Source: an optimization exercise on an open RTL-to-GDS flow (aim: small area). Production flows keep margins and buffers that such runs may drop.
The RTL was checked by simulation tests, not by an equivalence proof against the original design.
Power and IR drop assume default switching activity.

build 63:
// filter_all
module filter_all (
    input             clk,
    input             clk_enable,
    input             reset,
    input      [31:0] filter_in,
    output reg [31:0] filter_out_all,
    input      [15:0] filter_gain_100_1k_1,
    input      [15:0] filter_gain_100_1k_2,
    input      [15:0] filter_gain_1k_3k_1,
    input      [15:0] filter_gain_1k_3k_2,
    input      [15:0] filter_gain_3k_5k_1,
    input      [15:0] filter_gain_3k_5k_2,
    input      [15:0] filter_gain_5k_8k_1,
    input      [15:0] filter_gain_5k_8k_2,
    input      [15:0] filter_gain_6k_15k_1,
    input      [15:0] filter_gain_6k_15k_2
);
For scale: about 10,000 cells after synthesis, roughly 230 I/O pins, ~96,000 um2 of cells after synthesis.
export LEC_CHECK = 0
export CAP_MARGIN = 20
export CORE_MARGIN = 2
export CORE_UTILIZATION = 65
export CTS_BUF_LIST = sky130_fd_sc_hd__clkbuf_8 sky130_fd_sc_hd__clkbuf_16
export CTS_CLUSTER_DIAMETER = 70
export CTS_CLUSTER_SIZE = 25
export SLEW_MARGIN = 20
create_clock -name core_clock -period 10.0 [get_ports {clk}]
standard.sh (not shown) runs the stock make flow with config.mk's settings and CLKGATE_MAP_FILE= SYNTH_SCRIPT=/design/flow/synth_recipe.tcl, a recipe that flattens the netlist after the stock synthesis.
==> flow/flow/run.sh <==
#!/bin/bash
# Own layout flow. It runs the standard synthesis unchanged, then maps the
# combinational logic again for area (registers, full-adder cells and tie
# cells stay as the standard synthesis made them; a full adder may be turned
# into its dual, with inverted inputs and outputs, where that saves
# inverters), then the standard layout
# steps with two changes: the port buffers are buf_1 cells, and clock tree
# synthesis inserts no dummy loads. Each tool writes its output to a log file
# of its own in the work folder (log_*.txt).
set -euo pipefail
W=$(pwd)
F=$W/flow
R=$W/orfs/results/${FLOW_PLATFORM}/filter_all/base
LIB=$FLOW_HOME/platforms/${FLOW_PLATFORM}/lib/sky130_fd_sc_hd__tt_025C_1v80.lib
YOSYS=$FLOW_HOME/../tools/install/yosys/bin/yosys
[ -x "$YOSYS" ] || YOSYS=yosys

# 1. the standard synthesis
bash standard.sh synth > $W/log_1_synth.txt 2>&1

# 2. area-oriented re-mapping of the combinational logic
cp $R/1_2_yosys.v $W/netlist_standard.v
python3 $F/conv.py $LIB $W/netlist_standard.v $W/remap_conv.v $W/remap_stubs.v fa_,conb_ > $W/log_2_conv.txt 2>&1
python3 $F/faflip.py $W/remap_conv.v $W/remap_in.v > $W/log_2_faflip.txt 2>&1
DONT_USE="-dont_use sky130_fd_sc_hd__lpflow_bleeder_1 -dont_use sky130_fd_sc_hd__lpflow_clkbufkapwr_1 -dont_use sky130_fd_sc_hd__lpflow_clkbufkapwr_16 -dont_use sky130_fd_sc_hd__lpflow_clkbufkapwr_2 -dont_use sky130_fd_sc_hd__lpflow_clkbufkapwr_4 -dont_use sky130_fd_sc_hd__lpflow_clkbufkapwr_8 -dont_use sky130_fd_sc_hd__lpflow_clkinvkapwr_1 -dont_use sky130_fd_sc_hd__lpflow_clkinvkapwr_16 -dont_use sky130_fd_sc_hd__lpflow_clkinvkapwr_2 -dont_use sky130_fd_sc_hd__lpflow_clkinvkapwr_4 -dont_use sky130_fd_sc_hd__lpflow_clkinvkapwr_8 -dont_use sky130_fd_sc_hd__lpflow_decapkapwr_12 -dont_use sky130_fd_sc_hd__lpflow_decapkapwr_3 -dont_use sky130_fd_sc_hd__lpflow_decapkapwr_4 -dont_use sky130_fd_sc_hd__lpflow_decapkapwr_6 -dont_use sky130_fd_sc_hd__lpflow_decapkapwr_8 -dont_use sky130_fd_sc_hd__lpflow_inputiso0n_1 -dont_use sky130_fd_sc_hd__lpflow_inputiso0p_1 -dont_use sky130_fd_sc_hd__lpflow_inputiso1n_1 -dont_use sky130_fd_sc_hd__lpflow_inputiso1p_1 -dont_use sky130_fd_sc_hd__lpflow_inputisolatch_1 -dont_use sky130_fd_sc_hd__lpflow_isobufsrc_1 -dont_use sky130_fd_sc_hd__lpflow_isobufsrc_16 -dont_use sky130_fd_sc_hd__lpflow_isobufsrc_2 -dont_use sky130_fd_sc_hd__lpflow_isobufsrc_4 -dont_use sky130_fd_sc_hd__lpflow_isobufsrc_8 -dont_use sky130_fd_sc_hd__lpflow_isobufsrckapwr_16 -dont_use sky130_fd_sc_hd__lpflow_lsbuf_lh_hl_isowell_tap_1 -dont_use sky130_fd_sc_hd__lpflow_lsbuf_lh_hl_isowell_tap_2 -dont_use sky130_fd_sc_hd__lpflow_lsbuf_lh_hl_isowell_tap_4 -dont_use sky130_fd_sc_hd__lpflow_lsbuf_lh_isowell_4 -dont_use sky130_fd_sc_hd__lpflow_lsbuf_lh_isowell_tap_1 -dont_use sky130_fd_sc_hd__lpflow_lsbuf_lh_isowell_tap_2 -dont_use sky130_fd_sc_hd__lpflow_lsbuf_lh_isowell_tap_4 -dont_use sky130_fd_sc_hd__probe_p_8 -dont_use sky130_fd_sc_hd__probec_p_8 "
$YOSYS -l $W/log_3_remap.txt -p "read_verilog $W/remap_stubs.v; read_verilog $W/remap_in.v; hierarchy -check -top $FLOW_TOP; proc; opt; techmap; opt -purge; abc -liberty $LIB $DONT_USE -constr $F/abc.constr -script $F/remap.abc; opt_clean -purge; stat -liberty $LIB; write_verilog -noattr $W/netlist_remapped.v" > /dev/null 2>&1
cp $W/netlist_remapped.v $R/1_2_yosys.v
touch $R/1_2_yosys.v

# 3. the standard layout of the re-mapped netlist
bash standard.sh \
  "BUFFER_PORTS_ARGS=-buffer_cell sky130_fd_sc_hd__buf_1" \
  "CTS_ARGS=-sink_clustering_enable -repair_clock_nets -dont_use_dummy_load -sink_clustering_size 30 -sink_clustering_max_diameter 75 -buf_list {sky130_fd_sc_hd__clkbuf_16}" \
  finish > $W/log_4_layout.txt 2>&1
==> flow/flow/remap.abc <==
strash
dc2
&get -n
&st
&syn2
&dch
&put
map -D 5000
topo
buffer -c
upsize -c
dnsize -c
stime -c
Other scripts of this flow, unchanged in this note and not shown: flow/flow/abc.constr, flow/flow/conv.py, flow/flow/faflip.py
Build 63 went all the way through synthesis, placement and routing and the layout is clean on timing, DRC and antenna.
#### Input delta (build 62 over build 63)
diff --git a/flow/flow/run.sh b/flow/flow/run.sh
--- a/flow/flow/run.sh
+++ b/flow/flow/run.sh
@@ -33 +33 @@
-  "CTS_ARGS=-sink_clustering_enable -repair_clock_nets -dont_use_dummy_load -sink_clustering_size 30 -sink_clustering_max_diameter 75 -buf_list {sky130_fd_sc_hd__clkbuf_16}" \
+  "CTS_ARGS=-sink_clustering_enable -repair_clock_nets -dont_use_dummy_load -sink_clustering_size 25 -sink_clustering_max_diameter 70 -buf_list {sky130_fd_sc_hd__clkbuf_8 sky130_fd_sc_hd__clkbuf_16}" \
==> flow/flow/remap.abc <==
strash
dc2
&get -n
&st
&syn2
&dch
&put
map -D 4500
topo
buffer -c
upsize -c
dnsize -c
stime -c
[summary]
Build 62 against build 63; total wire length is up by a few percent. Of build 62 and build 63, it is build 62 that has the higher final worst-path setup slack. Layout overhead on the synthesized area: build 62 > build 63.
What build 50 does differently from build 62 at the input level:
Settings: swapping 20 for 5 in SLEW_MARGIN; swapping 20 for 5 in CAP_MARGIN.
==> flow/flow/remap.abc <==
strash
dc2
&get -n
&st
&syn2
&dch
&nf -a
&put
&get -n
&st
&syn2
&dch
&nf -a
&put
&get -n
&st
&syn2
&dch
&nf -a
&put
&get -n
&st
&dch
&nf -a
&put
topo
buffer -c
upsize -c
dnsize -c
stime -c
==> comparison <==
Diff build 62 -> build 50 | setup slack after layout | decrease of 1.03 ns. From build 50 to build 62, largest buffer count on any clock path did not move at all. The run showing the smaller minimum clock period is build 62. Build 50: worst reg-to-reg setup slack lower than build 62. Synthesized instance count of build 50 falls short of that of build 62 by more than 10%. Build 50 vs build 62 on count of fill cells added during filler insertion: build 50 is the lower one. When build 50 is measured against build 62, its wire length turns out 16,000 um lower. Build 50 completed end to end; final checks failed (negative setup slack). The sequential share of cell area was comparable across build 50 and build 62. Of the two values seen for most common cell after layout, fill and taps aside, sky130_fd_sc_hd__edfxtp_1 was produced by build 50 and sky130_fd_sc_hd__nand2_1 by build 62.
## Diff of input files: build 37 against build 50
Settings: changing CAP_MARGIN from 5 to 20; changing SLEW_MARGIN from 5 to 20.
- | build 37 | all stages done | FAIL | negative setup slack |
- Diff build 50 -> build 37: first-iteration DRC count now sits lower; internal power component ~0 delta; number of placed instances, taps included essentially unchanged; aggregate negative setup slack went up by 0.12 ns.
- Re final critical path time including I/O delays and setup: build 37 is 0.0071 ns down on build 50.
- There was hardly any difference in final area between build 37 and build 50.
- On final wirelength, build 37 and build 50 are basically level.

---

filter_all, a different RTL version from the one above (not shown whole).
For scale: about 9000 cells after synthesis, roughly 230 I/O pins.
Settings: LEC_CHECK=0, CAP_MARGIN=20, CORE_MARGIN=2, CORE_UTILIZATION=40, SLEW_MARGIN=20; clock period 10.0 ns.
run.sh (not shown) runs the stock make flow with config.mk's settings and CLKGATE_MAP_FILE= SYNTH_SCRIPT=/design/flow/synth_recipe.tcl, a recipe that flattens the netlist after the stock synthesis.
Stock flow here: none of the scripts above is used.
The starting point ran to the end with no violations.
Then changed:
- CORE_UTILIZATION: 40 -> 65
- CTS_BUF_LIST: not set -> sky130_fd_sc_hd__clkbuf_8 sky130_fd_sc_hd__clkbuf_16
- CTS_CLUSTER_DIAMETER: not set -> 70
- CTS_CLUSTER_SIZE: not set -> 25
Outcome: Final area shrinks by 3.3%. Hold slack gains 0.015 ns. Total power shrinks by 8.7%. Utilization grows by 26 points.

---

Another version of the RTL of filter_all (not shown whole).
For scale: about 10000 cells after synthesis, ~230 I/O pins, about 95000 µm² of cells after synthesis.
==> flow/design.v (excerpt) <==
module filter_all (
    input             clk,
    input             clk_enable,
    input             reset,
    input      [31:0] filter_in,
    output reg [31:0] filter_out_all,
    input      [15:0] filter_gain_100_1k_1,
    input      [15:0] filter_gain_100_1k_2,
    input      [15:0] filter_gain_1k_3k_1,
    input      [15:0] filter_gain_1k_3k_2,
    input      [15:0] filter_gain_3k_5k_1,
    input      [15:0] filter_gain_3k_5k_2,
    input      [15:0] filter_gain_5k_8k_1,
    input      [15:0] filter_gain_5k_8k_2,
    input      [15:0] filter_gain_6k_15k_1,
    input      [15:0] filter_gain_6k_15k_2
);
clock: 10.0 ns
lec_check: 0
cap_margin: 20
core_margin: 2
core_utilization: 78
cts_buf_list: sky130_fd_sc_hd__clkbuf_8 sky130_fd_sc_hd__clkbuf_16
cts_cluster_diameter: 70
cts_cluster_size: 25
slew_margin: 20
standard.sh (not shown) runs the stock make flow with config.mk's settings and CLKGATE_MAP_FILE= SYNTH_SCRIPT=/design/flow/synth_recipe.tcl, a recipe that flattens the netlist after the stock synthesis.
==> flow/flow/run.sh <==
#!/bin/bash
# Own layout flow. It runs the standard synthesis unchanged, then maps the
# combinational logic again for area (registers, full-adder cells and tie
# cells stay as the standard synthesis made them; a full adder may be turned
# into its dual, with inverted inputs and outputs, where that saves
# inverters), then the standard layout
# steps with two changes: the port buffers are buf_1 cells, and clock tree
# synthesis inserts no dummy loads. Each tool writes its output to a log file
# of its own in the work folder (log_*.txt).
set -euo pipefail
W=$(pwd)
F=$W/flow
R=$W/orfs/results/${FLOW_PLATFORM}/filter_all/base
LIB=$FLOW_HOME/platforms/${FLOW_PLATFORM}/lib/sky130_fd_sc_hd__tt_025C_1v80.lib
YOSYS=$FLOW_HOME/../tools/install/yosys/bin/yosys
[ -x "$YOSYS" ] || YOSYS=yosys

# 1. the standard synthesis
bash standard.sh synth > $W/log_1_synth.txt 2>&1

# 2. area-oriented re-mapping of the combinational logic
cp $R/1_2_yosys.v $W/netlist_standard.v
python3 $F/conv.py $LIB $W/netlist_standard.v $W/remap_conv.v $W/remap_stubs.v fa_,conb_ > $W/log_2_conv.txt 2>&1
python3 $F/faflip.py $W/remap_conv.v $W/remap_in.v > $W/log_2_faflip.txt 2>&1
DONT_USE="-dont_use sky130_fd_sc_hd__lpflow_bleeder_1 -dont_use sky130_fd_sc_hd__lpflow_clkbufkapwr_1 -dont_use sky130_fd_sc_hd__lpflow_clkbufkapwr_16 -dont_use sky130_fd_sc_hd__lpflow_clkbufkapwr_2 -dont_use sky130_fd_sc_hd__lpflow_clkbufkapwr_4 -dont_use sky130_fd_sc_hd__lpflow_clkbufkapwr_8 -dont_use sky130_fd_sc_hd__lpflow_clkinvkapwr_1 -dont_use sky130_fd_sc_hd__lpflow_clkinvkapwr_16 -dont_use sky130_fd_sc_hd__lpflow_clkinvkapwr_2 -dont_use sky130_fd_sc_hd__lpflow_clkinvkapwr_4 -dont_use sky130_fd_sc_hd__lpflow_clkinvkapwr_8 -dont_use sky130_fd_sc_hd__lpflow_decapkapwr_12 -dont_use sky130_fd_sc_hd__lpflow_decapkapwr_3 -dont_use sky130_fd_sc_hd__lpflow_decapkapwr_4 -dont_use sky130_fd_sc_hd__lpflow_decapkapwr_6 -dont_use sky130_fd_sc_hd__lpflow_decapkapwr_8 -dont_use sky130_fd_sc_hd__lpflow_inputiso0n_1 -dont_use sky130_fd_sc_hd__lpflow_inputiso0p_1 -dont_use sky130_fd_sc_hd__lpflow_inputiso1n_1 -dont_use sky130_fd_sc_hd__lpflow_inputiso1p_1 -dont_use sky130_fd_sc_hd__lpflow_inputisolatch_1 -dont_use sky130_fd_sc_hd__lpflow_isobufsrc_1 -dont_use sky130_fd_sc_hd__lpflow_isobufsrc_16 -dont_use sky130_fd_sc_hd__lpflow_isobufsrc_2 -dont_use sky130_fd_sc_hd__lpflow_isobufsrc_4 -dont_use sky130_fd_sc_hd__lpflow_isobufsrc_8 -dont_use sky130_fd_sc_hd__lpflow_isobufsrckapwr_16 -dont_use sky130_fd_sc_hd__lpflow_lsbuf_lh_hl_isowell_tap_1 -dont_use sky130_fd_sc_hd__lpflow_lsbuf_lh_hl_isowell_tap_2 -dont_use sky130_fd_sc_hd__lpflow_lsbuf_lh_hl_isowell_tap_4 -dont_use sky130_fd_sc_hd__lpflow_lsbuf_lh_isowell_4 -dont_use sky130_fd_sc_hd__lpflow_lsbuf_lh_isowell_tap_1 -dont_use sky130_fd_sc_hd__lpflow_lsbuf_lh_isowell_tap_2 -dont_use sky130_fd_sc_hd__lpflow_lsbuf_lh_isowell_tap_4 -dont_use sky130_fd_sc_hd__probe_p_8 -dont_use sky130_fd_sc_hd__probec_p_8 "
$YOSYS -l $W/log_3_remap.txt -p "read_verilog $W/remap_stubs.v; read_verilog $W/remap_in.v; hierarchy -check -top $FLOW_TOP; proc; opt; techmap; opt -purge; abc -liberty $LIB $DONT_USE -constr $F/abc.constr -script $F/remap.abc; opt_clean -purge; stat -liberty $LIB; write_verilog -noattr $W/netlist_remapped.v" > /dev/null 2>&1
cp $W/netlist_remapped.v $R/1_2_yosys.v
touch $R/1_2_yosys.v

# 3. the standard layout of the re-mapped netlist
bash standard.sh \
  "BUFFER_PORTS_ARGS=-buffer_cell sky130_fd_sc_hd__buf_1" \
  "CTS_ARGS=-sink_clustering_enable -repair_clock_nets -dont_use_dummy_load -sink_clustering_size 30 -sink_clustering_max_diameter 70 -buf_list {sky130_fd_sc_hd__clkbuf_16}" \
  finish > $W/log_4_layout.txt 2>&1
Other scripts of this flow, unchanged in this note and not shown: flow/flow/abc.constr, flow/flow/conv.py, flow/flow/faflip.py, flow/flow/remap.abc
The baseline finished with timing, DRC and antenna clean.
Edit:
CORE_UTILIZATION = 65   (was 78)
Cell area rose slightly.
Routed wire length fell by a few percent.
Global-route usage fell by 9.7 points.
Edit:
CORE_UTILIZATION = 72   (was 65)
What happened:
- The new run finished with timing, DRC and antenna clean
- cell count fell by 1.5%
- worst setup slack loses 0.16 ns
- critical path depth rose by 6
- power fell by 1.5%
- synthesized area does not change
- worst hold slack barely changes

-- re-timing with driven ports --
The flow's constraints put no driver on any port. The routed layouts listed below were extracted and timed again, unchanged, in two steps. Step 1, drivers: a clkbuf_16 drives clk and a buf_2 each remaining input, both assumed. Step 2 also shifts input and output timing later by t, the mid clock arrival at the registers, as if the neighbouring blocks saw the same clock. Three values: ideal ports, drivers, drivers and shift; two values: the first two.
run | t, ns | setup slack, ns | hold slack, ns | worst setup path after step 2
build 63 | 0.814 | 0.606 / 0.606 / 0.486 | 0.400 / 0.400 / 0.400 | input to register
build 62 | 0.826 | 0.631 / 0.631 / 0.354 | 0.421 / 0.421 / 0.421 | input to register
build 50 | 0.801 | -0.403 / -0.403 / -0.403 | 0.417 / 0.417 / 0.417 | register to register
build 37 | 0.802 | -0.396 / -0.396 / -0.396 | 0.417 / 0.417 / 0.417 | register to register
the first run of note 2 | 0.907 | 0.665 / 0.665 / 0.665 | 0.424 / 0.424 / 0.424 | register to register
the second run of note 2 | 0.849 | 0.630 / 0.630 / 0.630 | 0.439 / 0.439 / 0.439 | register to register
the first run of note 3 | 0.805 | 0.329 / 0.329 / 0.198 | 0.385 / 0.385 / 0.385 | input to register
the second run of note 3 | 0.834 | 0.542 / 0.542 / 0.153 | 0.403 / 0.403 / 0.403 | input to register
the third run of note 3 | 0.807 | 0.385 / 0.385 / 0.219 | 0.401 / 0.401 / 0.401 | input to register
For the second run of note 3, which loses most, drivers alone change the setup slack by 0.000 ns; drivers and shift together by -0.389 ns.
